Background: an optimization exercise with open tools, aiming at a short achievable clock period and few clock cycles. Do not read the settings as production practice. In this exercise RTL edits were held to simulation tests only and were not proved equivalent to the original. Power figures rest on the tool's default switching activity, not on a simulated workload.

==> flow/design.v (outline; a module is shown in full before it is edited, if it fits) <==
// module mul_stage1: 475 lines
// module mul_fa: 4 lines
// module mul_ha: 4 lines
// module mul_x3: 3 lines
// module mul_stage2: 3 lines
// module core_risc_v: 262 lines
module core_risc_v #(parameter DATA_WIDTH = 32, parameter ADDR_WIDTH = 32)(
	input clk_O,
	input rst,
	output [(ADDR_WIDTH-1):0] PC,
	input [31:0] Instr_out,
	input [(DATA_WIDTH-1):0] data_o_map,
	output MemWrite,
	output MemRead,
	output [(ADDR_WIDTH-1):0] Result,
	output [(DATA_WIDTH-1):0] rd2
);
  // ...
==> flow/flow/run.sh <==
#!/bin/bash
# Layout flow: the standard ORFS flow (standard synthesis unchanged), then the
# rest of the layout with a larger repair_timing setup margin so that the
# optimiser keeps improving paths that already meet the 25 ns constraint,
# unrestricted cell footprints for sizing, and buf_4 port buffers.
set -uo pipefail
bash standard.sh synth > synth.log 2>&1 || exit 1
bash standard.sh finish \
  SETUP_SLACK_MARGIN=19 \
  MATCH_CELL_FOOTPRINT=0 \
  "BUFFER_PORTS_ARGS=-buffer_cell sky130_fd_sc_hd__buf_4" > layout.log 2>&1
==> flow/standard.sh <==
#!/bin/bash
# synth_recipe.tcl (not shown) runs the flow's synth.tcl, then flattens the netlist and writes it again
# the make line also repeats each setting of config.mk as NAME=value (left out here)
make -C /OpenROAD-flow-scripts/flow DESIGN_CONFIG=/design/flow/config.mk WORK_HOME=/design/flow/orfs CLKGATE_MAP_FILE= SYNTH_SCRIPT=/design/flow/synth_recipe.tcl "${@:-finish}"
==> flow/config.mk <==
export PLATFORM = sky130hd
export DESIGN_NAME = core_risc_v
export DESIGN_NICKNAME = core_risc_v
export VERILOG_FILES = /design/flow/design.v
export SDC_FILE = /design/flow/constraint.sdc
export NUM_CORES = 8
export LEC_CHECK = 0
export ABC_CLOCK_PERIOD_IN_PS = 5000
export CAP_MARGIN = 20
export CORE_MARGIN = 2
export CORE_UTILIZATION = 60
export PLACE_DENSITY = 0.7
export SLEW_MARGIN = 20
export SYNTH_HIERARCHICAL = 1
==> flow/constraint.sdc <==
create_clock -name core_clock -period 25.0 [get_ports {clk_O}]
set_input_delay 5.0000 -clock core_clock [delete_from_list [all_inputs] [get_ports {clk_O}]]
set_output_delay 5.0000 -clock core_clock [all_outputs]
set_load 0.01 [all_outputs]
==> summary.txt, run 1 <==
outcome - complete, no violations
Die Y - 517 µm
insertion delay to the later sink of the worst-skew pair - 0.94 ns
synth cell count leaders - edfxtp_1 (2712), mux4_2 (966), nor2_1 (625), and2_1 (553), nand2_1 (509)
seq pwr - 6760 µW
XOR/XNOR Fraction of Synth Area - 2.52%
grt total ovfl - 0
Critical Path AT - 1.50 ns
Int Power - 10800 µW
Psw - 5240 µW
die area - 0.267 mm²
RSZ-0062 raised after global routing - true
initial DRC count - 14800
#FFs+latches synth - 3081
Final Cycle Share - 26.0%
Post CTS Setup Buffer Count - 4
Power Combinational - 4280 µW
inverter count - 298
fillers - 17700
setup ws final - 18.50 ns
hold_buf cts - 0
WHS - 0.344 ns
number of well taps - 3515
standard-cell rows - 188
crit-path max FO - 1
All-Layer GR Usage - 40.6%
met3 usage - 8.17%
Clock Path Buffers - 4
min-delay src - bidx_e[0]
Simple-Gate Fraction of Synth Area - 7.52%
DR pass1 iterations - 6
Worst-path clk slew - 0.06 ns
Testbench counts, summed over its fixed seeds: cycles 51,248.
==> run 2: changes to the inputs <==
==> flow/flow/run.sh (replaced) <==
#!/bin/bash
# Layout flow: the standard ORFS flow (standard synthesis unchanged), with
#  - a larger repair_timing setup margin so that the optimiser keeps improving
#    paths that already meet the 25 ns constraint,
#  - unrestricted cell footprints for sizing and buf_4 port buffers,
#  - after global placement, each register that drives an output port moved
#    next to that port's buffer (legalised by the flow's detailed placement).
set -uo pipefail
VARS=(SETUP_SLACK_MARGIN=19 MATCH_CELL_FOOTPRINT=0 "BUFFER_PORTS_ARGS=-buffer_cell sky130_fd_sc_hd__buf_4")
RES=$PWD/orfs/results/sky130hd/core_risc_v/base
bash standard.sh synth > synth.log 2>&1 || exit 1
bash standard.sh 3_3_place_gp "${VARS[@]}" > place_gp.log 2>&1 || exit 1
MOVE_IN=$RES/3_3_place_gp.odb MOVE_OUT=$RES/3_3_place_gp.odb \
  openroad -no_init -exit flow/move_out_ffs.tcl > move.log 2>&1 || exit 1
bash standard.sh finish "${VARS[@]}" > layout.log 2>&1
==> flow/flow/move_out_ffs.tcl (new file) <==
# Move each register that drives an output-port buffer next to that buffer,
# so the register-to-port path has a short wire.  Legalised later by the
# flow's detailed placement.
read_db $::env(MOVE_IN)
set block [ord::get_db_block]
set n 0
foreach bterm [$block getBTerms] {
  if { [$bterm getIoType] != "OUTPUT" } { continue }
  set net [$bterm getNet]
  if { $net == "NULL" } { continue }
  set buf ""
  foreach it [$net getITerms] {
    if { [$it isOutputSignal] } { set buf [$it getInst] }
  }
  if { $buf == "" } { continue }
  set ff ""
  foreach it [$buf getITerms] {
    if { [$it isInputSignal] && [$it getNet] != "NULL" } {
      foreach it2 [[$it getNet] getITerms] {
        if { [$it2 isOutputSignal] } { set ff [$it2 getInst] }
      }
    }
  }
  if { $ff == "" } { continue }
  set m [[$ff getMaster] getName]
  if { ![string match "*df*" $m] } { continue }
  set loc [$buf getLocation]
  $ff setLocation [lindex $loc 0] [lindex $loc 1]
  incr n
}
puts "moved $n output registers"
write_db $::env(MOVE_OUT)
==> summary.txt, run 2 <==
outcome - complete, no violations
routability cong. - 1.04
pin count of the biggest net entering global routing - 132
layout cell share with drive strength beyond 1 - 23.3%
initial core utilization - 60.2%
Buf/Inv on CP - 1
standard-cell rows - 188 (unchanged)
Post-Syn Nets - 11200
Metal-1 WL - 193 mm
Mapped Cells - 10500
Max stage delay on crit path - 0.33 ns
static leakage - 0.0636 µW
Die Y - 517 µm (unchanged)
most frequent cell after synthesis - edfxtp_1
Worst Max-Slew Pin Slew - 1.34 ns
max FFs per register - 992
Root Buffer Master - clkbuf_16
worst path cell trace - buf_6
biggest regs - rf x992, btb_tgt x896, btb_tag x384
hold crit path type - flip-flop to flip-flop
fillers - 17800 (+0.15%)
most frequent cells in the layout - edfxtp_1 (2712), mux4_2 (966), and2_1 (553), nor2_1 (532), nand2_1 (507)
f_max - 157 MHz
average instance area after synthesis - 15.1 µm²
Post-Route WL - 540 mm
min cycle time layout - 6.39 ns
PortBufs - 163
Synthesis Warnings - 8
Max-Cap Viols - 0
R2R Setup Slk - 19.04 ns
Setup CP Type - flip-flop to output port
Worst path slowest cell - dfxtp_2
synth cell count leaders - edfxtp_1 (2712), mux4_2 (966), nor2_1 (625), and2_1 (553), nand2_1 (509)
DR pass1 iterations - 8 (+2)
post-DR wirelength/cell - 37.6 µm
hpwl dp - 349 mm
asr flop ratio synth - 4.32%
Synth area leaders - edfxtp_1 (52%), mux4_2 (14%), fa_1 (5.2%), dfxtp_1 (3.0%), and2_1 (2.2%)
Netlist cell types - 104
dpl cells - 13700
die width - 517 µm
crit start category - flip-flop
#FFs+latches synth - 3081 (unchanged)
Reg with most FFs - rf
Final Cycle Share - 25.5% (-0.46 points)
final hold vios - 0
sequential cell area - 0.0897 mm²
final setup violation count - 0
initial DRC count - 14100 (-4.7%)
insertion delay to the later sink of the worst-skew pair - 0.95 ns (about the same)
largest area contributor in the netlist - edfxtp_1
Switching Fraction - 33.2%
Area Growth Syn to Fin - 10.9%
count of pins over their slew limit - 0
H-tree depth - 5
RSZ-0062 raised after global routing - true
top sig layer - met5
nets - 11300
clk_skew - 0.0578 ns
# DRC - 0
fin util - 66.8%
Int Power - 10600 µW (-1.4%)
core box area - 0.262 mm²
met3 wire len - 58.5 mm
first-pass GRT wire length - 755 mm
Clock Path Buffers - 4 (unchanged)
clock share of power - 30.6%
met2 routed WL - 247 mm
Clock Sinks - 3081
Psw - 5270 µW (+0.51%)
maximum VDD drop - 107 µV
All-Layer GR Usage - 40.6% (-0.061 points)
hold_buf cts - 0 (unchanged)
most common cell after layout, fill and taps aside - edfxtp_1
Yosys top cell area share - 51.6%
CP delay by family, top - flip-flops
grt total ovfl - 0 (unchanged)
Worst-path clk slew - 0.07 ns (about the same)
DR vias - 101000
Power Total - 15900 µW
Worst EP required - 20.00 ns
Comb pwr share - 27.0%
crit-path max FO - 1 (unchanged)
fin cells - 14400
total CTS buffers - 325
Routed Antenna Nets - 0
PwrDens - 90.9 mW/mm²
register area share after synthesis - 56.8%
CTS tree - yes
sequential share of power - 42.4%
Critical Path AT - 1.39 ns (-0.11 ns)
IO Pins - 164
post-DR vias/cell - 7.05
synthesized area - 0.158 mm²
top_reg_cell synth - edfxtp_1
vias in the first global route - 100000
Post-synth EDFFs - 2712
initial antenna violation count - 39
Slew HR - 10.8%
area of the multi-input gates - 0.0647 mm²
die area - 0.267 mm² (unchanged)
crit path capture type - output port
Post-Route Setup TNS - 0 ns
-- run 2: cell counts after synthesis --
No cell type changed its count.
-- run 2: repair_timing --
item,4_1_cts,5_1_grt
buffers inserted,8,5
resized for setup,220,47
cloned,1,0
setup endpoints to repair,284,175
pin swaps,2,0
-- run 2: final cells by class --
class	instances	area share, %
Sequential cell	3081	51.3
Multi-Input combinational cell	6359	37.0
Clock inverter	191	1.07
Clock buffer	400	4.96
Tap cell	3515	2.51
Timing Repair Buffer	491	2.47
Antenna cell	22	0.0315
Inverter	298	0.654
-- run 2: logic make-up (layout without fill, tap and decap cells) --
group	Yosys count	count (layout)	synth area share [%]
other	1	23	0.00238
and+or+nand+nor	2355	2356	7.52
muxes	1425	1425	16.8
DFF	3081	3081	56.8
xor gates and xnor gates	392	392	2.52
adders and majority gates	652	652	7.13
AOI/OAI and AO/OA	1533	1533	6.41
buffers and inverters	1029	1380	2.84
-- run 2: worst paths after layout --
kind,start,end,cells past startpoint
hold reg to reg,bidx_e[0],bu_idx[0],0
setup / recovery,pc_o[9],PC[9],1
min in group asynchronous,rst,pc_f[23],2
max in group asynchronous,rst,btb_v[25],4
setup reg to reg,f1_e,pc_o[14],14
hold / removal,bidx_e[0],bu_idx[0],0
-- run 2: Yosys stat by module (local to each module, per instance) --
| module | copies in the design | cell area [µm²] | flip-flops and latches | cells |
|---|---|---|---|---|
| mul_ha | 29 | 12.5 | 0 | 1 |
| mul_stage1 | 1 | 4240 | 0 | 672 |
| mul_stage2 | 1 | 1750 | 0 | 243 |
| mul_x3 | 29 | 23.8 | 0 | 1 |
| mul_fa | 406 | 20.0 | 0 | 1 |
| core_risc_v | 1 | 143000 | 3081 | 9089 |
-- run 2: metal layers --
layer  track usage, %  vias up
met4             25.3       22
met3             8.74     1547
met1             53.5    52200
met2             62.1     7093
met5                0        -
li1                 -    40400
-- run 2: power groups by stage --
stage	registers (µW)	logic, µW	clock network (µW)
CTS	6720	4220	4890
global placement	6840	4060	0
floorplan	6650	2610	0
detailed placement	6830	4120	0
finish	6740	4290	4870
global route	6750	4460	5070
-- run 2: per-stage QoR --
stage / cell area [µm²] / setup WS, ns / hold WS, ns
2_1_floorplan: 158000 / 19.00 / 0.323
3_3_place_gp: 163000 / 17.69 / 0.326
3_5_place_dp: 163000 / 17.39 / 0.333
4_1_cts: 175000 / 18.57 / 0.327
5_1_grt: 175000 / 18.59 / 0.335
6_report: 175000 / 18.61 / 0.325
==> module core_risc_v, before the edit <==
module core_risc_v #(parameter DATA_WIDTH = 32, parameter ADDR_WIDTH = 32)(
	input clk_O,
	input rst,
	output [(ADDR_WIDTH-1):0] PC,
	input [31:0] Instr_out,
	input [(DATA_WIDTH-1):0] data_o_map,
	output MemWrite,
	output MemRead,
	output [(ADDR_WIDTH-1):0] Result,
	output [(DATA_WIDTH-1):0] rd2
);
localparam [31:0] RESET_PC = 32'h0040_0000;
localparam [31:0] RESET_SP = 32'h7FFF_EFFC;
localparam BTB_IW = 6;                  
localparam BTB_N  = 1 << BTB_IW;
localparam BTB_TW = 6;                  
localparam BTB_LB = 14;                 
reg [31:0] pc_f;
reg        v_d;
reg [31:0] ir_d, pc_d, pn_d;
reg        hit_d;
reg        v_e;
reg [31:0] pc4_e, tgt_e, jchk_e, imm_e, idres_e, op1_e, op2_e;
reg [4:0]  rd_e;
reg        we_e, isB_e, isJAL_e, isJALR_e, isL_e, isS_e, isMul_e, srcB_e;
reg        f3eq_e, f3ne_e, pn_is_pc4_e, pn_is_tgt_e;
reg        f1_e, f2_e;                  
reg [31:0] mop1_en, mop2_en;
reg        mf1_en, mf2_en;
reg [31:0] res_mx;                      
reg        op_add_e, op_sub_e, op_sll_e, op_slt_e, op_sltu_e, op_xor_e,
           op_srl_e, op_or_e, op_and_e, op_id_e;
reg        ctl_e;                       
reg [BTB_IW-1:0] bidx_e;
reg [BTB_TW-1:0] btag_e;
reg [31:0] res_mn, st_m, ms_m, mc_m;    
reg        mr_m, we_m, isMul_m;
wire [31:0] res_m = ~res_mn;
reg [31:0] pc_o, res_o;
reg        mw_o, mr_o;
reg [4:0]  rd_m;
reg [31:0] rf [1:31];
reg [31:1] rfv;
reg              btb_v   [0:BTB_N-1];
reg [BTB_TW-1:0] btb_tag [0:BTB_N-1];
reg [BTB_LB-1:0] btb_tgt [0:BTB_N-1];
reg              bu_en, bu_v;
reg [BTB_IW-1:0] bu_idx;
reg [BTB_TW-1:0] bu_tag;
reg [BTB_LB-1:0] bu_tgt;
assign PC       = pc_o;
assign Result   = res_o;
assign rd2      = st_m;
assign MemWrite = mw_o;
assign MemRead  = mr_o;
wire [BTB_IW-1:0] f_idx = pc_f[2 +: BTB_IW];
wire [BTB_TW-1:0] f_tag = pc_f[2+BTB_IW +: BTB_TW];
wire              f_hit = btb_v[f_idx] && (btb_tag[f_idx] == f_tag);
wire [31:0]       pc4_f = pc_f + 32'd4;
wire [31:0]       pn_f  = f_hit ? {pc_f[31:BTB_LB], btb_tgt[f_idx]} : pc4_f;
wire [31:0] mprod_m;
mul_stage2 MUL2(.s(ms_m), .c(mc_m), .p(mprod_m));
wire [31:0] mval = mr_m ? data_o_map : isMul_m ? mprod_m : res_m;
wire [6:0] op_d  = ir_d[6:0];
wire [4:0] rd_d  = ir_d[11:7];
wire [2:0] f3_d  = ir_d[14:12];
wire [4:0] rs1_d = ir_d[19:15];
wire [4:0] rs2_d = ir_d[24:20];
wire       b25_d = ir_d[25];
wire       b30_d = ir_d[30];
wire isR_d     = (op_d == 7'h33);
wire isI_d     = (op_d == 7'h13);
wire isL_d     = (op_d == 7'h03);
wire isS_d     = (op_d == 7'h23);
wire isB_d     = (op_d == 7'h63);
wire isJAL_d   = (op_d == 7'h6F);
wire isJALR_d  = (op_d == 7'h67);
wire isLUI_d   = (op_d == 7'h37);
wire isAUIPC_d = (op_d == 7'h17);
wire [31:0] immI_d = {{20{ir_d[31]}}, ir_d[31:20]};
wire [31:0] immS_d = {{20{ir_d[31]}}, ir_d[31:25], ir_d[11:7]};
wire [31:0] immB_d = {{19{ir_d[31]}}, ir_d[31], ir_d[7], ir_d[30:25], ir_d[11:8], 1'b0};
wire [31:0] immJ_d = {{11{ir_d[31]}}, ir_d[31], ir_d[19:12], ir_d[20], ir_d[30:21], 1'b0};
wire [31:0] immU_d = {ir_d[31:12], 12'b0};
wire [31:0] imm_d = isS_d ? immS_d : immI_d;
wire [31:0] poff_d = isB_d ? immB_d : isJAL_d ? immJ_d : immU_d;
wire [31:0] tgt_d  = pc_d + poff_d;
wire [31:0] pc4_d  = pc_d + 32'd4;
wire we_d   = (isR_d | isI_d | isL_d | isJAL_d | isJALR_d | isLUI_d | isAUIPC_d) & (rd_d != 5'd0);
wire use1_d = isR_d | isI_d | isL_d | isS_d | isB_d | isJALR_d;
wire use2_d = isR_d | isS_d | isB_d;
wire [4:0] sel_d = isR_d ? {b25_d, b30_d, f3_d} : {2'b00, f3_d};
wire alu_d = isR_d | isI_d;
wire op_add_d  = (alu_d & (sel_d == 5'b00000)) | isL_d | isS_d;
wire op_sub_d  = alu_d & (sel_d == 5'b01000);
wire op_sll_d  = alu_d & (sel_d == 5'b00001);
wire op_slt_d  = alu_d & (sel_d == 5'b00010);
wire op_sltu_d = alu_d & (sel_d == 5'b00011);
wire op_xor_d  = alu_d & (sel_d == 5'b00100);
wire op_srl_d  = alu_d & ((sel_d == 5'b00101) | (sel_d == 5'b01101));
wire op_or_d   = alu_d & (sel_d == 5'b00110);
wire op_and_d  = alu_d & (sel_d == 5'b00111);
wire isMul_d   = isR_d & (sel_d == 5'b10000);
wire op_id_d   = isJAL_d | isJALR_d | isLUI_d | isAUIPC_d;
wire [31:0] idres_d = isLUI_d ? immU_d : isAUIPC_d ? tgt_d : pc4_d;
wire [31:0] rr1_d = rfv[rs1_d] ? rf[rs1_d] : (rs1_d == 5'd2) ? RESET_SP : 32'd0;
wire [31:0] rr2_d = rfv[rs2_d] ? rf[rs2_d] : (rs2_d == 5'd2) ? RESET_SP : 32'd0;
wire        bp1_d = we_m && (rd_m == rs1_d);
wire        bp2_d = we_m && (rd_m == rs2_d);
wire [31:0] op1_d = (rs1_d == 5'd0) ? 32'd0 : bp1_d ? mval : rr1_d;
wire [31:0] op2_d = (rs2_d == 5'd0) ? 32'd0 : bp2_d ? mval : rr2_d;
wire        f1_d  = we_e && v_e && (rd_e == rs1_d);
wire        f2_d  = we_e && v_e && (rd_e == rs2_d);
wire stall_d = v_d && v_e && we_e && (isL_e || isMul_e) &&
               ((use1_d && rd_e == rs1_d) || (use2_d && rd_e == rs2_d));
wire [31:0] jchk_d = pn_d - imm_d;
wire pn_is_pc4_d = (pn_d == pc4_d);
wire pn_is_tgt_d = (pn_d == tgt_d);
wire bcond_d     = isB_d & (f3_d[2:1] == 2'b00);           
wire redir_d     = v_d && !hit_d && (isJAL_d || (bcond_d && immB_d[31]));
wire off4_d      = (poff_d == 32'd4);
wire [31:0] A   = f1_e ? res_m : op1_e;
wire [31:0] B2  = f2_e ? res_m : op2_e;
wire [31:0] B   = srcB_e ? imm_e : B2;
wire [31:0] sum   = A + B;
wire [31:0] diff  = A - B;
wire        lt_u  = (A < B);
wire        lt_s  = (A[31] ^ B[31]) ? A[31] : lt_u;
wire [31:0] shl   = A << B[4:0];
wire [31:0] shr   = A >> B[4:0];
wire [31:0] alu_res =
	({32{op_add_e}}  & sum)  |
	({32{op_sub_e}}  & diff) |
	({32{op_sll_e}}  & shl)  |
	({32{op_slt_e}}  & {31'd0, lt_s}) |
	({32{op_sltu_e}} & {31'd0, lt_u}) |
	({32{op_xor_e}}  & (A ^ B)) |
	({32{op_srl_e}}  & shr)  |
	({32{op_or_e}}   & (A | B)) |
	({32{op_and_e}}  & (A & B)) |
	({32{op_id_e}}   & idres_e);
wire eq_e    = (A == B2);
wire taken_e = isB_e & ((f3eq_e & eq_e) | (f3ne_e & ~eq_e));
wire jmis_e  = (A != jchk_e);
wire mis_e   = v_e && (isB_e    ? (taken_e ? ~pn_is_tgt_e : ~pn_is_pc4_e) :
                       isJALR_e ? jmis_e : isJAL_e ? ~pn_is_tgt_e : ~pn_is_pc4_e);
wire [31:0] rtgt_e = (taken_e | isJAL_e) ? tgt_e : isJALR_e ? sum : pc4_e;
wire [31:0] MA = ~mf1_en ? res_mx : ~mop1_en;
wire [31:0] MB = ~mf2_en ? res_mx : ~mop2_en;
wire [31:0] ms_e, mc_e;
mul_stage1 MUL1(.a(MA), .b(MB), .s(ms_e), .c(mc_e));
wire [31:0] pc_nx = mis_e ? rtgt_e : stall_d ? pc_f : redir_d ? tgt_d : pn_f;
always @(posedge clk_O or posedge rst) begin
	if (rst) begin
		pc_f    <= RESET_PC;
		v_d     <= 1'b0;
		v_e     <= 1'b0;
		mr_m    <= 1'b0;
		we_m    <= 1'b0;
		isMul_m <= 1'b0;
		bu_en   <= 1'b0;
	end else begin
		pc_f <= pc_nx;
		if (mis_e)
			v_d <= 1'b0;
		else if (!stall_d)
			v_d <= !redir_d;
		v_e <= v_d && !mis_e && !stall_d;
		mr_m    <= v_e && isL_e;
		we_m    <= v_e && we_e;
		isMul_m <= v_e && isMul_e;
		bu_en <= v_e && (ctl_e || ~pn_is_pc4_e);
	end
end
always @(posedge clk_O) begin
	if (!stall_d) begin
		ir_d  <= Instr_out;
		pc_d  <= pc_f;
		pn_d  <= pn_f;
		hit_d <= f_hit;
		pc4_e     <= pc4_d;
		tgt_e     <= tgt_d;
		jchk_e    <= jchk_d;
		pn_is_pc4_e <= redir_d ? off4_d : pn_is_pc4_d;
		pn_is_tgt_e <= redir_d ? 1'b1 : pn_is_tgt_d;
		imm_e     <= imm_d;
		idres_e   <= idres_d;
		op1_e     <= op1_d;
		op2_e     <= op2_d;
		f1_e      <= f1_d;
		f2_e      <= f2_d;
		mop1_en   <= ~op1_d;
		mop2_en   <= ~op2_d;
		mf1_en    <= ~f1_d;
		mf2_en    <= ~f2_d;
		rd_e      <= rd_d;
		we_e      <= we_d;
		isB_e     <= isB_d;
		isJAL_e   <= isJAL_d;
		isJALR_e  <= isJALR_d;
		isL_e     <= isL_d;
		isS_e     <= isS_d;
		isMul_e   <= isMul_d;
		srcB_e    <= isI_d | isL_d | isS_d | isJALR_d;
		f3eq_e    <= (f3_d == 3'b000);
		f3ne_e    <= (f3_d == 3'b001);
		op_add_e  <= op_add_d;
		op_sub_e  <= op_sub_d;
		op_sll_e  <= op_sll_d;
		op_slt_e  <= op_slt_d;
		op_sltu_e <= op_sltu_d;
		op_xor_e  <= op_xor_d;
		op_srl_e  <= op_srl_d;
		op_or_e   <= op_or_d;
		op_and_e  <= op_and_d;
		op_id_e   <= op_id_d;
		ctl_e     <= isB_d | isJAL_d | isJALR_d;
		bidx_e    <= pc_d[2 +: BTB_IW];
		btag_e    <= pc_d[2+BTB_IW +: BTB_TW];
	end
	res_mn <= ~alu_res;
	pc_o  <= rst ? RESET_PC : pc_nx;
	res_o <= alu_res;
	if (isMul_d)
		res_mx <= alu_res;
	mw_o  <= v_e && isS_e;
	mr_o  <= v_e && isL_e;
	st_m  <= B2;
	rd_m  <= rd_e;
	ms_m  <= ms_e;
	mc_m  <= mc_e;
	bu_idx <= bidx_e;
	bu_tag <= btag_e;
	bu_tgt <= rtgt_e[BTB_LB-1:0];
	bu_v   <= ctl_e & (taken_e | isJALR_e | ~isB_e);
end
always @(posedge clk_O or posedge rst) begin
	if (rst)
		rfv <= 31'd0;
	else if (we_m)
		rfv[rd_m] <= 1'b1;
end
always @(posedge clk_O) begin
	if (we_m)
		rf[rd_m] <= mval;
end
integer j;
always @(posedge clk_O or posedge rst) begin
	if (rst) begin
		for (j = 0; j < BTB_N; j = j + 1)
			btb_v[j] <= 1'b0;
	end else if (bu_en) begin
		btb_v[bu_idx] <= bu_v;
	end
end
always @(posedge clk_O) begin
	if (bu_en) begin
		btb_tag[bu_idx] <= bu_tag;
		btb_tgt[bu_idx] <= bu_tgt;
	end
end
endmodule
==> run 3: changes to the inputs <==
--- a/flow/design.v
+++ b/flow/design.v
@@ -501,7 +501,7 @@
 localparam [31:0] RESET_PC = 32'h0040_0000;
 localparam [31:0] RESET_SP = 32'h7FFF_EFFC;
-localparam BTB_IW = 6;                  
-localparam BTB_N  = 1 << BTB_IW;
-localparam BTB_TW = 6;                  
+localparam BTB_N  = 16;                 
+localparam BTB_PW = 4;                  
+localparam BTB_TW = 14;                 
 localparam BTB_LB = 14;                 
 reg [31:0] pc_f;
@@ -521,5 +521,4 @@
            op_srl_e, op_or_e, op_and_e, op_id_e;
 reg        ctl_e;                       
-reg [BTB_IW-1:0] bidx_e;
 reg [BTB_TW-1:0] btag_e;
 reg [31:0] res_mn, st_m, ms_m, mc_m;    
@@ -535,6 +534,6 @@
 reg [BTB_LB-1:0] btb_tgt [0:BTB_N-1];
 reg              bu_en, bu_v;
-reg [BTB_IW-1:0] bu_idx;
 reg [BTB_TW-1:0] bu_tag;
+reg [BTB_PW-1:0] btb_ptr;               
 reg [BTB_LB-1:0] bu_tgt;
 assign PC       = pc_o;
@@ -543,9 +542,18 @@
 assign MemWrite = mw_o;
 assign MemRead  = mr_o;
-wire [BTB_IW-1:0] f_idx = pc_f[2 +: BTB_IW];
-wire [BTB_TW-1:0] f_tag = pc_f[2+BTB_IW +: BTB_TW];
-wire              f_hit = btb_v[f_idx] && (btb_tag[f_idx] == f_tag);
+wire [BTB_TW-1:0] f_tag = pc_f[2 +: BTB_TW];
+reg  [BTB_N-1:0]  f_way;
+reg  [BTB_LB-1:0] f_tgt;
+integer k;
+always @* begin
+	f_tgt = {BTB_LB{1'b0}};
+	for (k = 0; k < BTB_N; k = k + 1) begin
+		f_way[k] = btb_v[k] && (btb_tag[k] == f_tag);
+		f_tgt = f_tgt | ({BTB_LB{f_way[k]}} & btb_tgt[k]);
+	end
+end
+wire              f_hit = |f_way;
 wire [31:0]       pc4_f = pc_f + 32'd4;
-wire [31:0]       pn_f  = f_hit ? {pc_f[31:BTB_LB], btb_tgt[f_idx]} : pc4_f;
+wire [31:0]       pn_f  = f_hit ? {pc_f[31:BTB_LB], f_tgt} : pc4_f;
 wire [31:0] mprod_m;
 mul_stage2 MUL2(.s(ms_m), .c(mc_m), .p(mprod_m));
@@ -705,6 +713,5 @@
 		op_id_e   <= op_id_d;
 		ctl_e     <= isB_d | isJAL_d | isJALR_d;
-		bidx_e    <= pc_d[2 +: BTB_IW];
-		btag_e    <= pc_d[2+BTB_IW +: BTB_TW];
+		btag_e    <= pc_d[2 +: BTB_TW];
 	end
 	res_mn <= ~alu_res;
@@ -719,5 +726,4 @@
 	ms_m  <= ms_e;
 	mc_m  <= mc_e;
-	bu_idx <= bidx_e;
 	bu_tag <= btag_e;
 	bu_tgt <= rtgt_e[BTB_LB-1:0];
@@ -734,17 +740,34 @@
 		rf[rd_m] <= mval;
 end
+reg [BTB_N-1:0] u_way;
 integer j;
+always @* begin
+	for (j = 0; j < BTB_N; j = j + 1)
+		u_way[j] = btb_v[j] && (btb_tag[j] == bu_tag);
+end
+wire u_hit = |u_way;
+wire u_alloc = bu_en && !u_hit && bu_v;
 always @(posedge clk_O or posedge rst) begin
 	if (rst) begin
 		for (j = 0; j < BTB_N; j = j + 1)
 			btb_v[j] <= 1'b0;
-	end else if (bu_en) begin
-		btb_v[bu_idx] <= bu_v;
+		btb_ptr <= {BTB_PW{1'b0}};
+	end else begin
+		for (j = 0; j < BTB_N; j = j + 1) begin
+			if (bu_en && u_way[j])
+				btb_v[j] <= bu_v;
+			else if (u_alloc && btb_ptr == j)
+				btb_v[j] <= 1'b1;
+		end
+		if (u_alloc)
+			btb_ptr <= btb_ptr + 1'b1;
 	end
 end
 always @(posedge clk_O) begin
-	if (bu_en) begin
-		btb_tag[bu_idx] <= bu_tag;
-		btb_tgt[bu_idx] <= bu_tgt;
+	for (j = 0; j < BTB_N; j = j + 1) begin
+		if ((bu_en && u_way[j]) || (u_alloc && btb_ptr == j)) begin
+			btb_tag[j] <= bu_tag;
+			btb_tgt[j] <= bu_tgt;
+		end
 	end
 end
==> summary.txt, run 3 <==
sequential share of power - 42.1% (-0.3 points)
synth cell count leaders - edfxtp_1 (1882), xnor2_1 (668), mux4_2 (589), and2_1 (586), nor2_1 (508)
hpwl dp - 284 mm (-19%)
crit path capture type - output port
worst slack at placement - 17.89 ns (+0.500 ns)
crit start category - flip-flop
Post-synth EDFFs - 1882 (-31%)
PortBufs - 163 (unchanged)
post-DR vias/cell - 6.94 (-1.6%)
r2r worst-path depth - 19 (+5)
clock share of power - 31.5% (+0.9 points)
Max stage delay on crit path - 0.32 ns (about the same)
max FFs per register - 992 (unchanged)
Buf/Inv on CP - 1 (unchanged)
count of pins over their slew limit - 0 (unchanged)
insertion delay to the later sink of the worst-skew pair - 0.92 ns (-0.03 ns)
Post-Syn Nets - 10100 (-9.7%)
asr flop ratio synth - 4.03% (-0.29 points)
worst path cell trace - buf_6
Switching Fraction - 32.5% (-0.66 points)
Synthesis Warnings - 10 (+2)
die area - 0.214 mm² (-20%)
setup ws final - 18.67 ns (+0.0607 ns)
Worst EP required - 20.00 ns (about the same)
pin count of the biggest net entering global routing - 169 (+28%)
first-pass GRT wire length - 616 mm (-18%)
outcome - complete, no violations
#FFs+latches synth - 2209 (-28%)
Worst Max-Slew Pin Slew - 1.25 ns (-0.0835 ns)
grt total ovfl - 0 (unchanged)
die width - 462 µm (-11%)
Setup CP Type - flip-flop to output port
Max-Cap Viols - 0 (unchanged)
PwrDens - 80.5 mW/mm² (-11%)
register area share after synthesis - 50.4% (-6.4 points)
post-DR wirelength/cell - 34.9 µm (-7.2%)
CP delay by family, top - flip-flops
total CTS buffers - 226 (-30%)
DR vias - 86000 (-15%)
Clock Sinks - 2209 (-28%)
static leakage - 0.0512 µW (-20%)
core box area - 0.209 mm² (-20%)
Die Y - 462 µm (-11%)
vias in the first global route - 85000 (-15%)
Worst path slowest cell - dfxtp_2
RSZ-0062 raised after global routing - true
Final Cycle Share - 25.3% (-0.24 points)
DR pass1 iterations - 6 (-2)
hold depth - 0 (unchanged)
dpl cells - 12000 (-13%)
H-tree depth - 4 (-1)
hold_buf cts - 0 (unchanged)
top_reg_cell synth - edfxtp_1
f_max - 158 MHz (+0.96%)
nets - 10100 (-10%)
area of the multi-input gates - 0.0593 mm² (-8.4%)
maximum VDD drop - 81.2 µV (-24%)
All-Layer GR Usage - 40.2% (-0.36 points)
Yosys top cell area share - 44.8% (-6.8 points)
initial core utilization - 60.3% (about the same)
Netlist cell types - 126 (+21%)
Power Total - 11200 µW (-30%)
Slew HR - 16.4% (+5.6 points)
biggest regs - rf x992, btb_tag x224, btb_tgt x224
Routed Antenna Nets - 0 (unchanged)
WHS - 0.340 ns (+0.0148 ns)
largest area contributor in the netlist - edfxtp_1
Critical Path AT - 1.33 ns (-0.06 ns)
Clock Path Buffers - 3 (-1)
min cycle time layout - 6.33 ns (-0.0607 ns)
standard-cell rows - 168 (-11%)
Area Growth Syn to Fin - 10.3%
crit-path max FO - 1 (unchanged)
hold crit path type - flip-flop to flip-flop
sequential cell area - 0.0637 mm² (-29%)
most frequent cell after synthesis - edfxtp_1
CTS tree - yes
Mapped Cells - 9377 (-10%)
Psw - 3640 µW (-31%)
Int Power - 7560 µW (-29%)
clk_skew - 0.104 ns (+0.0460 ns)
Reg with most FFs - rf
initial antenna violation count - 54 (+38%)
layout cell share with drive strength beyond 1 - 18.9% (-4.4 points)
initial DRC count - 11800 (-16%)
# DRC - 0 (unchanged)
most frequent cells in the layout - edfxtp_1 (1882), xnor2_1 (667), mux4_2 (589), and2_1 (586), nor2_1 (475)
routability cong. - 1.02 (-2.1%)
final hold vios - 0 (unchanged)
Comb pwr share - 26.4% (-0.6 points)
final setup violation count - 0 (unchanged)
R2R Setup Slk - 18.74 ns (-0.30 ns)
critical path depth - 1 (unchanged)
Post-Route Setup TNS - 0 ns (unchanged)
IO Pins - 164 (unchanged)
average instance area after synthesis - 13.4 µm² (-11%)
synthesized area - 0.126 mm² (-20%)
Post-Route WL - 433 mm (-20%)
Worst-path clk slew - 0.07 ns (about the same)
Synth area leaders - edfxtp_1 (45%), mux4_2 (11%), fa_1 (6.5%), xnor2_1 (4.6%), dfxtp_1 (3.8%)
Root Buffer Master - clkbuf_16
fillers - 14900 (-16%)
most common cell after layout, fill and taps aside - edfxtp_1
fin cells - 12400 (-14%)
run 3: worst paths after layout:
path,start,to
worst min register to register,btag_e[3],bu_tag[3]
min in group asynchronous,rst,pc_f[27]
worst min-delay path,btag_e[3],bu_tag[3]
max in group asynchronous,rst,rfv[10]
worst max-delay path,st_m[17],rd2[17]
worst max register to register,ir_d[5],pn_is_tgt_e
run 3: final cells by class:
class	count	share of cell area, %
Tap cell	2805	2.52
Antenna cell	17	0.0306
Clock buffer	277	4.32
Clock inverter	147	1.29
Multi-Input combinational cell	6249	42.7
Sequential cell	2209	45.8
Timing Repair Buffer	421	2.63
Inverter	275	0.750
run 3: logic make-up after synthesis:
group,synth area share (%)
AND/OR/NAND/NOR,9.41
flip-flops,50.4
AO/OA/AOI/OAI,7.96
multiplexers,13.8
buffers and inverters,3.26
XOR/XNOR,6.20
adder cells (fa/ha/maj),8.93
other,0.00298
run 3: through the flow:
| step | utilization [%] | cell area, µm² |
|---|---|---|
| after floorplan | - | 126000 |
| after global placement | 62.4 | 130000 |
| after detailed placement | 62.4 | 130000 |
| after CTS | 66.3 | 139000 |
| after global routing | 66.5 | 139000 |
| final | 66.5 | 139000 |
run 3: repair_timing:
| item | CTS | global route |
|---|---|---|
| endpoints found under the setup margin | 116 | 143 |
| buffers inserted | 0 | 7 |
| gates resized for setup | 177 | 48 |
| gates cloned | 1 | 0 |
run 3: power by group through the flow:
stage                     Sequential, µW  Clock, µW  Combinational [µW]
after detailed placement            4770          0                2840
final                               4720       3530                2950
after global routing                4740       3690                3130
after global placement              4770          0                2810
after floorplan                     4640          0                2020
after CTS                           4700       3550                2890
run 3: layer usage:
metal,track usage (%),wire length [µm],vias to the layer above
li1,-,-,35000
met1,55.4,162000,43700
met2,60.0,193000,6020
met3,9.91,52100,1204
met4,20.3,25800,20
met5,0,130,-
run 3: Yosys stat by module (local to each module, per instance):
module,flops+latches,times used,area (µm²),cells
mul_stage2,0,1,1750,243
mul_stage1,0,1,4240,672
mul_ha,0,29,12.5,1
mul_fa,0,406,20.0,1
core_risc_v,2209,1,111000,7998
mul_x3,0,29,23.8,1
Testbench counts of run 3, summed over its fixed seeds: cycles 51,191.
==> run 4: changes to the inputs <==
--- a/flow/design.v
+++ b/flow/design.v
@@ -612,6 +612,7 @@
                ((use1_d && rd_e == rs1_d) || (use2_d && rd_e == rs2_d));
 wire [31:0] jchk_d = pn_d - imm_d;
-wire pn_is_pc4_d = (pn_d == pc4_d);
-wire pn_is_tgt_d = (pn_d == tgt_d);
+wire [31:0] dpn_d    = pn_d - pc_d;
+wire pn_is_pc4_d = (dpn_d == 32'd4);
+wire pn_is_tgt_d = (dpn_d == poff_d);
 wire bcond_d     = isB_d & (f3_d[2:1] == 2'b00);           
 wire redir_d     = v_d && !hit_d && (isJAL_d || (bcond_d && immB_d[31]));
==> summary.txt, run 4 <==
outcome - complete, no violations
mux contribution to synthesized area - 13.2% (-0.63 points)
most frequent cell after synthesis - edfxtp_1
Reg with most FFs - rf
Power Total - 11600 µW (+4.0%)
average instance area after synthesis - 13.0 µm² (-3.6%)
Worst path slowest cell - dfxtp_2
Post-synth EDFFs - 1882 (unchanged)
Post-Syn Nets - 10600 (+5.5%)
Worst EP required - 20.00 ns (about the same)
crit path capture type - output port
post-DR vias/cell - 7.04 (+1.5%)
vias in the first global route - 88900 (+4.6%)
largest family of logic cells by synthesized area - multiplexers
routability cong. - 1.05 (+3.2%)
PortBufs - 163 (unchanged)
count of pins over their slew limit - 0 (unchanged)
CTS tree - yes
worst path cell trace - buf_6
complex-gate fraction of the synthesized area - 8.55% (+0.58 points)
standard-cell rows - 169 (+0.60%)
Simple-Gate Fraction of Synth Area - 10.3% (+0.90 points)
PwrDens - 82.6 mW/mm² (+2.6%)
Final Cycle Share - 25.4% (+0.11 points)
Post-Route WL - 452 mm (+4.3%)
Max-Cap Viols - 0 (unchanged)
static leakage - 0.0526 µW (+2.9%)
die area - 0.217 mm² (+1.7%)
Buf/Inv on CP - 1 (unchanged)
Area Growth Syn to Fin - 9.95%
Routed Antenna Nets - 0 (unchanged)
RSZ-0062 raised after global routing - true
nets - 10600 (+5.3%)
#FFs+latches synth - 2209 (unchanged)
largest area contributor in the netlist - edfxtp_1
Netlist cell types - 118 (-6.3%)
Synth area leaders - edfxtp_1 (44%), mux4_2 (9.5%), fa_1 (6.4%), xnor2_1 (4.6%), dfxtp_1 (3.7%)
Critical Path AT - 1.35 ns (+0.02 ns)
clk_skew - 0.0910 ns (-0.0128 ns)
final setup violation count - 0 (unchanged)
CP startpoint - pc_o[3]
Worst-path clk slew - 0.07 ns (about the same)
max FFs per register - 992 (unchanged)
initial DRC count - 13500 (+14%)
hold crit path type - flip-flop to flip-flop
total CTS buffers - 223 (-1.3%)
initial antenna violation count - 46 (-15%)
CP delay by family, top - flip-flops
hpwl dp - 298 mm (+5.0%)
register area share after synthesis - 49.5% (-0.84 points)
Clock Sinks - 2209 (unchanged)
# DRC - 0 (unchanged)
final hold vios - 0 (unchanged)
min-delay src - btag_e[7]
core box area - 0.212 mm² (+1.5%)
crit-path max FO - 1 (unchanged)
pin count of the biggest net entering global routing - 129 (-24%)
most frequent cells in the layout - edfxtp_1 (1882), xnor2_1 (671), nor2_1 (581), and2_1 (561), mux4_2 (539)
XOR/XNOR Fraction of Synth Area - 5.97% (-0.22 points)
Synthesis Warnings - 10 (unchanged)
Setup CP Type - flip-flop to output port
first-pass GRT wire length - 641 mm (+4.0%)
layout cell share with drive strength beyond 1 - 17.2% (-1.7 points)
DR vias - 90800 (+5.6%)
synthesized area - 0.128 mm² (+1.7%)
insertion delay to the later sink of the worst-skew pair - 0.92 ns (about the same)
IO Pins - 164 (unchanged)
biggest regs - rf x992, btb_tag x224, btb_tgt x224
initial core utilization - 60.4% (+0.12 points)
Clock Path Buffers - 3 (unchanged)
DR pass1 iterations - 7 (+1)
Slew HR - 12.5% (-3.9 points)
grt total ovfl - 0 (unchanged)
die width - 466 µm (+0.84%)
Synth Area in Adders - 9.10% (+0.17 points)
most common cell after layout, fill and taps aside - edfxtp_1
Worst Max-Slew Pin Slew - 1.30 ns (+0.0467 ns)
synth cell count leaders - edfxtp_1 (1882), xnor2_1 (671), nor2_1 (615), and2_1 (561), mux4_2 (539)
crit start category - flip-flop
asr flop ratio synth - 4.03% (unchanged)
worst r2r src - f2_e
H-tree depth - 4 (unchanged)
maximum VDD drop - 83.8 µV (+3.1%)
Yosys top cell area share - 44.1% (-0.75 points)
Post-Route Setup TNS - 0 ns (unchanged)
min cycle time layout - 6.35 ns (+0.0269 ns)
Die Y - 466 µm (+0.84%)
Mapped Cells - 9897 (+5.5%)
All-Layer GR Usage - 41.3% (+1.1 points)
Root Buffer Master - clkbuf_16
post-DR wirelength/cell - 35.0 µm (+0.20%)
f_max - 157 MHz (-0.42%)
top_reg_cell synth - edfxtp_1
Max stage delay on crit path - 0.32 ns (about the same)
## run 4: repair_timing
item	4_1_cts	5_1_grt
resized for setup	196	28
setup endpoints to repair	240	222
setup buffers	0	5
pin swaps	0	1
hold buffers	0	0
## run 4: metrics by stage
stage | std cells | instance area (µm²) | setup WS [ns] | hold slack [ns] | util, %
2_1_floorplan | 9897 | 128000 | 15.44 | 0.323 | -
3_3_place_gp | 12500 | 133000 | 17.99 | 0.329 | 62.4
3_5_place_dp | 12500 | 133000 | 17.95 | 0.327 | 62.5
4_1_cts | 12900 | 141000 | 18.60 | 0.343 | 66.3
5_1_grt | 12900 | 141000 | 18.61 | 0.353 | 66.4
6_report | 12900 | 141000 | 18.65 | 0.342 | 66.4
## run 4: modules after synthesis (local to each module, per instance)
module | flip-flops and latches | times used | area [µm²] | cells
mul_x3 | 0 | 29 | 23.8 | 1
mul_stage1 | 0 | 1 | 4240 | 672
core_risc_v | 2209 | 1 | 113000 | 8518
mul_stage2 | 0 | 1 | 1750 | 243
mul_ha | 0 | 29 | 12.5 | 1
mul_fa | 0 | 406 | 20.0 | 1
## run 4: cell type report
type                            instances  area, µm²
Clock buffer                          285       5990
Antenna cell                           15       37.5
Timing Repair Buffer                  425       3730
Tap cell                             2821       3530
Sequential cell                      2209      63700
Inverter                              304       1150
Fill cell                           15300      71400
Multi-Input combinational cell       6719      61300
Clock inverter                        131       1530
## run 4: path summary, 6_finish.rpt
| kind | endpoint | slack, ns | cells past startpoint |
|---|---|---|---|
| worst max-delay path | PC[3] | 18.65 | 1 |
| worst min-delay path | bu_tag[7] | 0.34 | 0 |
| worst max register to register | res_mx[30] | 19.13 | 16 |
| worst min register to register | bu_tag[7] | 0.34 | 0 |
| max in group asynchronous | pc_f[4] | 19.69 | 3 |
| min in group asynchronous | pc_f[21] | 4.22 | 2 |
## run 4: per-layer routing
metal  vias up  global-route usage (%)  wire [µm]
li1      37000                       -          -
met1     46000                    57.4     169000
met2      6483                    61.1     199000
met3      1258                    10.5      56600
met4        24                    20.4      26300
met5         -                       0        207
## run 4: where the power goes
| part | total (µW) | internal [µW] | switching (µW) |
|---|---|---|---|
| clock | 3440 | 1920 | 1520 |
| combinational | 3500 | 1270 | 2230 |
| sequential | 4700 | 4400 | 299 |
| total | 11600 | 7590 | 4050 |
## run 4: logic make-up after synthesis
kind of cell | count (synthesis)
compound gates | 1624
simple gates | 2578
buf+inv | 969
flops | 2209
xor+xnor | 823
other cells | 1
fa+ha+maj | 685
mux | 1008
Testbench counts of run 4, summed over its fixed seeds: cycles 51,191.
==> run 5: changes to the inputs <==
--- a/flow/config.mk
+++ b/flow/config.mk
@@ -10,4 +10,6 @@
 export CORE_MARGIN = 2
 export CORE_UTILIZATION = 60
+export CTS_CLUSTER_DIAMETER = 80
+export CTS_CLUSTER_SIZE = 30
 export PLACE_DENSITY = 0.7
 export SLEW_MARGIN = 20
==> summary.txt, run 5 <==
outcome - complete, no violations
Worst-path clk slew - 0.11 ns (+0.04 ns)
#FFs+latches synth - 2209 (unchanged)
PwrDens - 76.6 mW/mm² (-7.3%)
total CTS buffers - 116 (-48%)
biggest regs - rf x992, btb_tag x224, btb_tgt x224
Max stage delay on crit path - 0.34 ns (+0.02 ns)
hold crit path type - flip-flop to flip-flop
Root Buffer Master - clkbuf_16
DR vias - 89700 (-1.2%)
post-DR vias/cell - 7.06 (+0.27%)
synthesized area - 0.128 mm² (unchanged)
dpl cells - 12500 (unchanged)
die area - 0.217 mm² (unchanged)
min cycle time layout - 6.31 ns (-0.0432 ns)
average instance area after synthesis - 13.0 µm² (unchanged)
met3 wire len - 55.0 mm (-2.9%)
Post-synth EDFFs - 1882 (unchanged)
Final Cycle Share - 25.2% (-0.17 points)
maximum VDD drop - 94.2 µV (+12%)
Post-Syn Nets - 10600 (unchanged)
fin cells - 12700 (-1.5%)
crit path capture type - output port
Die Y - 466 µm (unchanged)
final setup violation count - 0 (unchanged)
count of pins over their slew limit - 0 (unchanged)
Synthesis Warnings - 10 (unchanged)
Clock Path Buffers - 3 (unchanged)
Metal-1 WL - 168 mm (-0.66%)
top sig layer - met5
core box area - 0.212 mm² (unchanged)
worst path cell trace - buf_6
max FFs per register - 992 (unchanged)
die width - 466 µm (unchanged)
initial antenna violation count - 49 (+6.5%)
Buf/Inv on CP - 1 (unchanged)
All-Layer GR Usage - 40.7% (-0.60 points)
# DRC - 0 (unchanged)
met2 routed WL - 198 mm (-0.76%)
synth cell count leaders - edfxtp_1 (1882), xnor2_1 (671), nor2_1 (615), and2_1 (561), mux4_2 (539)
Worst EP required - 20.00 ns (about the same)
Post-Route Setup TNS - 0 ns (unchanged)
Setup CP Type - flip-flop to output port
Synth area leaders - edfxtp_1 (44%), mux4_2 (9.5%), fa_1 (6.4%), xnor2_1 (4.6%), dfxtp_1 (3.7%)
static leakage - 0.0510 µW (-3.2%)
hold_buf cts - 0 (unchanged)
Area Growth Syn to Fin - 7.34%
standard-cell rows - 169 (unchanged)
Clock Sinks - 2209 (unchanged)
most frequent cell after synthesis - edfxtp_1
post-DR wirelength/cell - 35.1 µm (+0.20%)
register area share after synthesis - 49.5% (unchanged)
crit-path max FO - 1 (unchanged)
nets - 10500 (-1.0%)
CTS tree - yes
routability cong. - 1.05 (unchanged)
initial DRC count - 13100 (-2.5%)
f_max - 158 MHz (+0.68%)
pin count of the biggest net entering global routing - 129 (unchanged)
Max-Cap Viols - 0 (unchanged)
most frequent cells in the layout - edfxtp_1 (1882), xnor2_1 (671), nor2_1 (582), and2_1 (561), mux4_2 (539)
most common cell after layout, fill and taps aside - edfxtp_1
DR pass1 iterations - 6 (-1)
Critical Path AT - 1.31 ns (-0.04 ns)
Routed Antenna Nets - 0 (unchanged)
largest area contributor in the netlist - edfxtp_1
asr flop ratio synth - 4.03% (unchanged)
RSZ-0062 raised after global routing - true
Post-Route WL - 446 mm (-1.3%)
final hold vios - 0 (unchanged)
hpwl dp - 298 mm (unchanged)
Netlist cell types - 118 (unchanged)
Reg with most FFs - rf
H-tree depth - 3 (-1)
Yosys top cell area share - 44.1% (unchanged)
insertion delay to the later sink of the worst-skew pair - 0.87 ns (-0.05 ns)
Worst path slowest cell - dfxtp_2
CP delay by family, top - flip-flops
clk_skew - 0.0801 ns (-0.0109 ns)
top_reg_cell synth - edfxtp_1
Mapped Cells - 9897 (unchanged)
Slew HR - 10.4% (-2.1 points)
layout cell share with drive strength beyond 1 - 16.1% (-1.1 points)
Worst Max-Slew Pin Slew - 1.33 ns (+0.0305 ns)
first-pass GRT wire length - 632 mm (-1.5%)
crit start category - flip-flop
vias in the first global route - 87100 (-2.0%)
grt total ovfl - 0 (unchanged)
initial core utilization - 60.4% (unchanged)
IO Pins - 164 (unchanged)
PortBufs - 163 (unchanged)
run 5: cell counts after synthesis:
No cell type changed its count.
run 5: logic make-up after synthesis:
kind of cell	Yosys count	synth area share (%)
AND/OR/NAND/NOR	2578	10.3
flip-flops	2209	49.5
AO/OA/AOI/OAI	1624	8.55
multiplexers	1008	13.2
buffers and inverters	969	3.30
XOR/XNOR	823	5.97
adder cells (fa/ha/maj)	685	9.10
other	1	0.00293
run 5: report_power, final:
part	total (µW)	switching, µW	leakage [µW]	internal, µW
logic	3490	2220	0.0274	1270
clock network	2350	1360	0.00196	987
registers	4690	298	0.0216	4400
total	10500	3890	0.0510	6650
run 5: path summary, 6_finish.rpt:
| kind | start | end | slack [ns] | cells past startpoint |
|---|---|---|---|---|
| setup / recovery | pc_o[6] | PC[6] | 18.69 | 1 |
| hold / removal | btag_e[7] | bu_tag[7] | 0.35 | 0 |
| setup reg to reg | f2_e | res_mx[24] | 19.13 | 17 |
| hold reg to reg | btag_e[7] | bu_tag[7] | 0.35 | 0 |
| max in group asynchronous | rst | pc_f[15] | 19.67 | 3 |
| min in group asynchronous | rst | pc_f[21] | 4.27 | 2 |
run 5: area by class of cell:
| cell class | count | area [µm²] |
|---|---|---|
| fill | 15600 | 74700 |
| tap | 2821 | 3530 |
| sequential | 2209 | 63700 |
| timing repair buffer | 425 | 3720 |
| multi-input combinational | 6719 | 61300 |
| clock buffer | 130 | 3010 |
| clock inverter | 81 | 1160 |
| antenna | 26 | 65.1 |
| inverter | 304 | 1150 |
run 5: repair_timing:
item,CTS,global route
resized for setup,197,27
setup endpoints to repair,170,216
endpoints found under the hold margin,0,0
buffers inserted,0,6
run 5: through the flow:
step | power [µW] | hold WS (ns) | setup WS, ns | utilization, % | area (µm²)
after global routing | 10900 | 0.362 | 18.65 | 64.8 | 138000
after detailed placement | 8110 | 0.327 | 17.95 | 62.5 | 133000
after floorplan | 6940 | 0.323 | 15.44 | - | 128000
after CTS | 10400 | 0.352 | 18.65 | 64.7 | 137000
final | 10500 | 0.350 | 18.69 | 64.8 | 138000
after global placement | 8070 | 0.329 | 17.99 | 62.4 | 133000
run 5: modules after synthesis (local to each module, per instance):
module / cell area, µm² / cells
core_risc_v: 113000 / 8518
mul_fa: 20.0 / 1
mul_ha: 12.5 / 1
mul_stage1: 4240 / 672
mul_stage2: 1750 / 243
mul_x3: 23.8 / 1
run 5: worst register-to-register path, delay by kind of cell (launching register included):
kind / cells / cell delay, ns
compound gates: 8 / 2.77
buf+inv: 5 / 1.14
mux: 2 / 0.63
flops: 1 / 0.56
fa+ha+maj: 1 / 0.34
simple gates: 1 / 0.14
run 5: layer usage:
layer	vias up	global-route usage, %
met5	-	0
met4	32	18.9
met3	1193	9.77
met2	6158	60.6
met1	45600	57.1
li1	36700	-
==> run 6: changes to the inputs <==
--- a/flow/config.mk
+++ b/flow/config.mk
@@ -9,8 +9,8 @@
 export CAP_MARGIN = 20
 export CORE_MARGIN = 2
-export CORE_UTILIZATION = 60
+export CORE_UTILIZATION = 72
 export CTS_CLUSTER_DIAMETER = 80
 export CTS_CLUSTER_SIZE = 30
-export PLACE_DENSITY = 0.7
+export PLACE_DENSITY = 0.8
 export SLEW_MARGIN = 20
 export SYNTH_HIERARCHICAL = 1
==> summary.txt, run 6 <==
average instance area after synthesis - 13.0 µm² (unchanged)
hpwl dp - 375 mm (+26%)
Exit stage - 5_1_grt
All-Layer GR Usage - 83.1%
register area share after synthesis - 49.5% (unchanged)
die width - 426 µm (-8.6%)
grt total ovfl - 1432
synth cell count leaders - edfxtp_1 (1882), xnor2_1 (671), nor2_1 (615), and2_1 (561), mux4_2 (539)
Clock Path Buffers - 3 (unchanged)
Root Buffer Master - clkbuf_16
Clock Sinks - 2209 (unchanged)
Synthesis Warnings - 10 (unchanged)
H-tree depth - 3 (unchanged)
vias in the first global route - 118000
outcome - stopped before the end
Post-synth EDFFs - 1882 (unchanged)
Mapped Cells - 9897 (unchanged)
Die Y - 426 µm (-8.6%)
Synth area leaders - edfxtp_1 (44%), mux4_2 (9.5%), fa_1 (6.4%), xnor2_1 (4.6%), dfxtp_1 (3.7%)
#FFs+latches synth - 2209 (unchanged)
Netlist cell types - 118 (unchanged)
asr flop ratio synth - 4.03% (unchanged)
Post-Syn Nets - 10600 (unchanged)
pin count of the biggest net entering global routing - 155
most frequent cell after synthesis - edfxtp_1
synthesized area - 0.128 mm² (unchanged)
total CTS buffers - 106 (-8.6%)
routability cong. - 1.06 (+0.99%)
top_reg_cell synth - edfxtp_1
largest area contributor in the netlist - edfxtp_1
standard-cell rows - 154 (-8.9%)
Error Message - [ERROR GRT-0116] Global routing finished with congestion. Check the congestion regions in the DRC Viewer.
hold_buf cts - 0 (unchanged)
Yosys top cell area share - 44.1% (unchanged)
PortBufs - 163 (unchanged)
initial core utilization - 72.6% (+12 points)
IO Pins - 164 (unchanged)
first-pass GRT wire length - 1040 mm
run 6: cell counts after synthesis:
Identical to the previous run, type by type.
run 6: kinds of logic after synthesis:
| group | count (synthesis) | synth area share, % |
|---|---|---|
| xor+xnor | 823 | 5.97 |
| fa+ha+maj | 685 | 9.10 |
| compound gates | 1624 | 8.55 |
| other cells | 1 | 0.00293 |
| mux | 1008 | 13.2 |
| flops | 2209 | 49.5 |
| buf+inv | 969 | 3.30 |
| simple gates | 2578 | 10.3 |
run 6: repair_timing:
| action | in CTS |
|---|---|
| gates resized for setup | 193 |
| buffers inserted | 2 |
| cloned | 0 |
| setup endpoints to repair | 206 |
run 6: worst min-delay path by stage:
stage                     cells past startpoint         to  slack [ns]      start
after floorplan                               0  bu_tag[0]        0.32  btag_e[0]
after global placement                        0  bu_tag[2]        0.33  btag_e[2]
after detailed placement                      0  bu_tag[5]        0.33  btag_e[5]
after CTS                                     0  bu_tag[1]        0.36  btag_e[1]
run 6: Yosys stat by module (local to each module, per instance):
module       flip-flops and latches  copies in the design
mul_fa                            0                   406
mul_ha                            0                    29
mul_stage2                        0                     1
mul_x3                            0                    29
mul_stage1                        0                     1
core_risc_v                    2209                     1
run 6: through the flow:
step                      setup WS, ns  power (µW)  instances  hold slack, ns  area [µm²]
after CTS                        18.67       10500      12200           0.356      136000
after global placement           18.09        7990      12000           0.328      132000
after floorplan                  15.44        6940       9897           0.323      128000
after detailed placement         17.95        8210      12000           0.330      132000
run 6: power by group through the flow:
stage / Clock (µW) / Sequential [µW] / Combinational, µW
after detailed placement: 0 / 4760 / 3440
after floorplan: 0 / 4620 / 2320
after CTS: 2210 / 4700 / 3560
after global placement: 0 / 4750 / 3240
run 6: layer usage:
metal,global-route usage [%],overflow
met1,86.1,193
met2,93.6,646
met3,74.4,209
met4,74.4,353
met5,50.8,31
==> run 7: changes to the inputs <==
--- a/flow/design.v
+++ b/flow/design.v
@@ -529,5 +529,5 @@
 reg [4:0]  rd_m;
 reg [31:0] rf [1:31];
-reg [31:1] rfv;
+reg [31:0] rfv;
 reg              btb_v   [0:BTB_N-1];
 reg [BTB_TW-1:0] btb_tag [0:BTB_N-1];
@@ -616,6 +616,20 @@
 wire pn_is_tgt_d = (dpn_d == poff_d);
 wire bcond_d     = isB_d & (f3_d[2:1] == 2'b00);           
-wire redir_d     = v_d && !hit_d && (isJAL_d || (bcond_d && immB_d[31]));
 wire off4_d      = (poff_d == 32'd4);
+wire raw1_d = !bp1_d && !f1_d;
+wire raw2_d = !bp2_d && !f2_d;
+wire eqr_d  = (rr1_d == rr2_d);
+wire brdy_d = bcond_d && raw1_d && raw2_d;
+wire btk_d  = f3_d[0] ? ~eqr_d : eqr_d;
+wire jrdy_d = isJALR_d && raw1_d;
+wire jok_d  = (rr1_d == jchk_d);
+wire [31:0] jt_d = rr1_d + imm_d;
+wire rjal_d  = isJAL_d && !pn_is_tgt_d;
+wire rbr_d   = brdy_d && (btk_d ? !pn_is_tgt_d : !pn_is_pc4_d);
+wire rbtfn_d = bcond_d && !brdy_d && !hit_d && immB_d[31];
+wire rjr_d   = jrdy_d && !jok_d;
+wire redir_d = v_d && (rjal_d || rbr_d || rbtfn_d || rjr_d);
+wire rnt_d   = rbr_d && !btk_d;             
+wire [31:0] rdt_d = rjr_d ? jt_d : rnt_d ? pc4_d : tgt_d;
 wire [31:0] A   = f1_e ? res_m : op1_e;
 wire [31:0] B2  = f2_e ? res_m : op2_e;
@@ -648,5 +662,5 @@
 wire [31:0] ms_e, mc_e;
 mul_stage1 MUL1(.a(MA), .b(MB), .s(ms_e), .c(mc_e));
-wire [31:0] pc_nx = mis_e ? rtgt_e : stall_d ? pc_f : redir_d ? tgt_d : pn_f;
+wire [31:0] pc_nx = mis_e ? rtgt_e : stall_d ? pc_f : redir_d ? rdt_d : pn_f;
 always @(posedge clk_O or posedge rst) begin
 	if (rst) begin
@@ -679,7 +693,7 @@
 		pc4_e     <= pc4_d;
 		tgt_e     <= tgt_d;
-		jchk_e    <= jchk_d;
-		pn_is_pc4_e <= redir_d ? off4_d : pn_is_pc4_d;
-		pn_is_tgt_e <= redir_d ? 1'b1 : pn_is_tgt_d;
+		jchk_e    <= (redir_d && rjr_d) ? rr1_d : jchk_d;
+		pn_is_pc4_e <= redir_d ? (rnt_d | off4_d) : pn_is_pc4_d;
+		pn_is_tgt_e <= redir_d ? (~rnt_d | off4_d) : pn_is_tgt_d;
 		imm_e     <= imm_d;
 		idres_e   <= idres_d;
@@ -733,5 +747,5 @@
 always @(posedge clk_O or posedge rst) begin
 	if (rst)
-		rfv <= 31'd0;
+		rfv <= 32'd0;
 	else if (we_m)
 		rfv[rd_m] <= 1'b1;
--- a/flow/config.mk
+++ b/flow/config.mk
@@ -9,8 +9,6 @@
 export CAP_MARGIN = 20
 export CORE_MARGIN = 2
-export CORE_UTILIZATION = 72
-export CTS_CLUSTER_DIAMETER = 80
-export CTS_CLUSTER_SIZE = 30
-export PLACE_DENSITY = 0.8
+export CORE_UTILIZATION = 60
+export PLACE_DENSITY = 0.7
 export SLEW_MARGIN = 20
 export SYNTH_HIERARCHICAL = 1
==> summary.txt, run 7 <==
# DRC - 0
sequential cell area - 0.0637 mm²
Reg with most FFs - rf
reg2reg end - pc_o[26]
Netlist cell types - 115 (-2.5%)
final setup violation count - 0
maximum VDD drop - 96.1 µV
crit-path max FO - 23
PortBufs - 163 (unchanged)
All-Layer GR Usage - 47.2%
most frequent cell after synthesis - edfxtp_1
outcome - complete, no violations
biggest regs - rf x992, btb_tag x224, btb_tgt x224
clk_skew - 0.0937 ns
static leakage - 0.0569 µW
min-delay src - btag_e[6]
routability cong. - 1.06 (-0.16%)
post-DR wirelength/cell - 37.9 µm
vias in the first global route - 98600
Area Growth Syn to Fin - 13.9%
Mapped Cells - 10800 (+9.3%)
Die Y - 472 µm (+11%)
Final Cycle Share - 25.8%
largest area contributor in the netlist - edfxtp_1
IO Pins - 164 (unchanged)
hold_buf cts - 0 (unchanged)
Worst path slowest cell - nor3_1
DR vias - 103000
hold depth - 0
total CTS buffers - 222 (+110%)
Worst EP required - 25.73 ns
DR pass1 iterations - 6
Synthesis Warnings - 10 (unchanged)
CTS tree - yes
f_max - 155 MHz
Post-Syn Nets - 11600 (+8.8%)
initial DRC count - 16800
register area share after synthesis - 48.4% (-1.2 points)
synthesized area - 0.131 mm² (+2.5%)
synth cell count leaders - edfxtp_1 (1882), xnor2_1 (731), nand2_1 (633), nor2_1 (633), and2_1 (555)
hpwl dp - 349 mm (-6.7%)
nets - 11800
Slew HR - 11.6%
initial antenna violation count - 50
Worst-path clk slew - 0.07 ns
R2R Setup Slk - 18.54 ns
Yosys top cell area share - 43.0% (-1.1 points)
Max-Cap Viols - 0
die area - 0.223 mm²
top_reg_cell synth - edfxtp_1
die width - 472 µm (+11%)
Hold Path End - bu_tag[6]
Setup CP Type - flip-flop to flip-flop
asr flop ratio synth - 4.07% (+0.043 points)
fillers - 15000
Worst Max-Slew Pin Slew - 1.32 ns
final hold vios - 0
most frequent cells in the layout - edfxtp_1 (1882), xnor2_1 (726), nand2_1 (625), nor2_1 (602), and2_1 (550)
grt total ovfl - 0
crit path capture type - flip-flop
layout cell share with drive strength beyond 1 - 19.3%
RSZ-0062 raised after global routing - true
initial core utilization - 60.4% (-12 points)
fin cells - 14100
most common cell after layout, fill and taps aside - edfxtp_1
max FFs per register - 992
insertion delay to the later sink of the worst-skew pair - 0.94 ns
first-pass GRT wire length - 741 mm
Post-Route WL - 536 mm
post-DR vias/cell - 7.26
worst path cell trace - clkinv_2, nor3_1, a21oi_1, nand4_1, nor3b_1, o2bb2ai_1, o32a_1, o311a_1, nand4_4, nor4b_4, a2111oi_4, nand3_2, and3_4, buf_6, buf_6, clkbuf_16, o2bb2ai_4, a2111oi_4
pin count of the biggest net entering global routing - 75
Routed Antenna Nets - 0
average instance area after synthesis - 12.2 µm² (-6.2%)
area of the multi-input gates - 0.0656 mm²
core box area - 0.217 mm²
hold crit path type - flip-flop to flip-flop
Max stage delay on crit path - 1.32 ns
Clock Sinks - 2210 (+0.045%)
dpl cells - 13400 (+12%)
Clock Path Buffers - 3 (unchanged)
PwrDens - 86.4 mW/mm²
H-tree depth - 4 (+1)
min cycle time layout - 6.46 ns
Post-synth EDFFs - 1882 (unchanged)
Post-Route Setup TNS - 0 ns
Root Buffer Master - clkbuf_16
Synth area leaders - edfxtp_1 (43%), mux4_2 (6.4%), fa_1 (6.3%), xnor2_1 (4.9%), mux2i_1 (3.6%)
#FFs+latches synth - 2210 (+0.045%)
crit start category - flip-flop
r2r worst-path depth - 18
count of pins over their slew limit - 0
standard-cell rows - 171 (+11%)
Critical Path AT - 7.19 ns
==> run 7: cell types whose count changed after synthesis, moves of 52 or more <==
cell / previous run / this run
a221oi_1: 51 / 119
o21ai_0: 265 / 359
mux4_2: 539 / 376
inv_1: 296 / 441
a21oi_1: 427 / 520
nand4_1: 223 / 167
nand3_1: 179 / 243
nand2_1: 480 / 633
mux2i_1: 393 / 478
a22oi_1: 81 / 133
xnor2_1: 671 / 731
==> run 7: worst max path at each step <==
| stage | endpoint | slack (ns) | start |
|---|---|---|---|
| 2_1_floorplan | pc_o[18] | 18.01 | rst |
| 3_3_place_gp | pc_o[31] | 16.31 | flip-flop |
| 3_5_place_dp | pc_o[31] | 15.52 | flip-flop |
| 4_1_cts | PC[11] | 18.61 | pc_o[11] |
| 5_1_grt | rd2[31] | 18.61 | st_m[31] |
| 6_report | pc_o[26] | 18.54 | flip-flop |
==> run 7: where the power goes <==
part / switching (µW) / internal, µW
clock network: 1540 / 1980
registers: 348 / 4430
logic: 2940 / 1680
total: 4830 / 8100
==> run 7: timing repair <==
action                     in CTS  in global routing
setup buffers                 103                 96
gates resized for setup       582                213
cloned                         25                 10
pin swaps                      61                103
setup endpoints to repair     297                279
==> run 7: critical path: cells and delay by family (launching register included) <==
| family | cells | cell delay, ns |
|---|---|---|
| AND/OR/NAND/NOR | 7 | 3.03 |
| AO/OA/AOI/OAI | 7 | 1.80 |
| buffers and inverters | 4 | 1.05 |
| flip-flops | 1 | 0.36 |
==> run 7: cell families (layout without fill, tap and decap cells) <==
logic type / Yosys count / in the layout / share of synthesized area [%]
compound gates: 2051 / 2051 / 10.5
xor+xnor: 875 / 875 / 6.21
fa+ha+maj: 705 / 705 / 9.07
buf+inv: 1165 / 1600 / 3.90
flops: 2210 / 2210 / 48.4
mux: 946 / 947 / 10.9
other cells: 1 / 34 / 0.00285
simple gates: 2861 / 2861 / 11.0
==> run 7: layout make-up <==
cell class	instances	share of cell area, %
multi-input combinational	7440	43.8
sequential	2210	42.5
timing repair buffer	730	4.89
clock buffer	294	4.11
tap	2854	2.39
inverter	449	1.14
clock inverter	126	1.01
antenna	33	0.0552
timing repair inverter	1	0.00334
==> run 7: metal layers <==
metal	up-vias	GRT usage, %	routed length [µm]
met5	-	0	430
met4	44	32.6	47000
met3	2234	15.6	77100
met2	9140	68.2	228000
met1	50700	60.5	184000
li1	40600	-	-
==> run 7: metrics by stage <==
stage                     utilization (%)  setup WS (ns)  total power [µW]  hold slack (ns)  instance area (µm²)
final                                68.9          18.54             12900            0.346               150000
after global routing                 68.8          18.61             13300            0.357               150000
after CTS                            67.9          18.61             12600            0.346               148000
after detailed placement             62.6          15.52              8930            0.327               136000
after global placement               62.6          16.31              8900            0.330               136000
after floorplan                         -          18.01              7470            0.323               131000
==> run 7: Yosys stat by module (local to each module, per instance) <==
module,cells inside,times used
mul_x3,1,29
mul_stage1,672,1
mul_stage2,243,1
core_risc_v,9435,1
mul_ha,1,29
mul_fa,1,406
Testbench counts of run 7, summed over its fixed seeds: cycles 50,860.

[afterwards: timing with drivers on the ports]
How much do the figures lean on ideal ports? The routed layouts below were timed once more, with nothing changed but the port constraints.
Step 1 (the two cells are an assumption about what drives the block):
set clk [get_ports {clk_O}]
set_driving_cell -lib_cell sky130_fd_sc_hd__clkbuf_16 $clk
set_driving_cell -lib_cell sky130_fd_sc_hd__buf_2 [delete_from_list [all_inputs] $clk]
Step 2 times the ports against the registers' clock, not the clock port: input delays grow and output delays shrink by t, the midpoint of the rising clock arrivals with the driver on.
a / b / c = ideal ports / drivers / drivers and shift; a / b = the first two.
run | shift t [ns] | setup WS [ns] | worst register clock-pin slew, ns | worst slew at a driven data input, ns | cell pins on the clock port's net
run 1 | 1.021 | 18.498 / 18.388 / 18.271 | 0.07 / 0.07 | 0.08 | 1
run 2 | 1.026 | 18.613 / 18.509 / 18.197 | 0.08 / 0.08 | 0.06 | 1
run 3 | 0.958 | 18.673 / 18.580 / 18.309 | 0.07 / 0.07 | 0.15 | 1
run 4 | 0.969 | 18.647 / 18.550 / 17.924 | 0.07 / 0.07 | 0.22 | 1
run 5 | 0.923 | 18.690 / 18.598 / 18.094 | 0.12 / 0.12 | 0.22 | 1
run 7 | 1.007 | 18.538 / 18.517 / 18.010 | 0.07 / 0.07 | 0.19 | 1
After both steps setup and hold are still met in every run listed. For run 4, which loses most, drivers alone change the setup slack by -0.097 ns; drivers and shift together by -0.723 ns. Setup slack includes reset recovery checks.
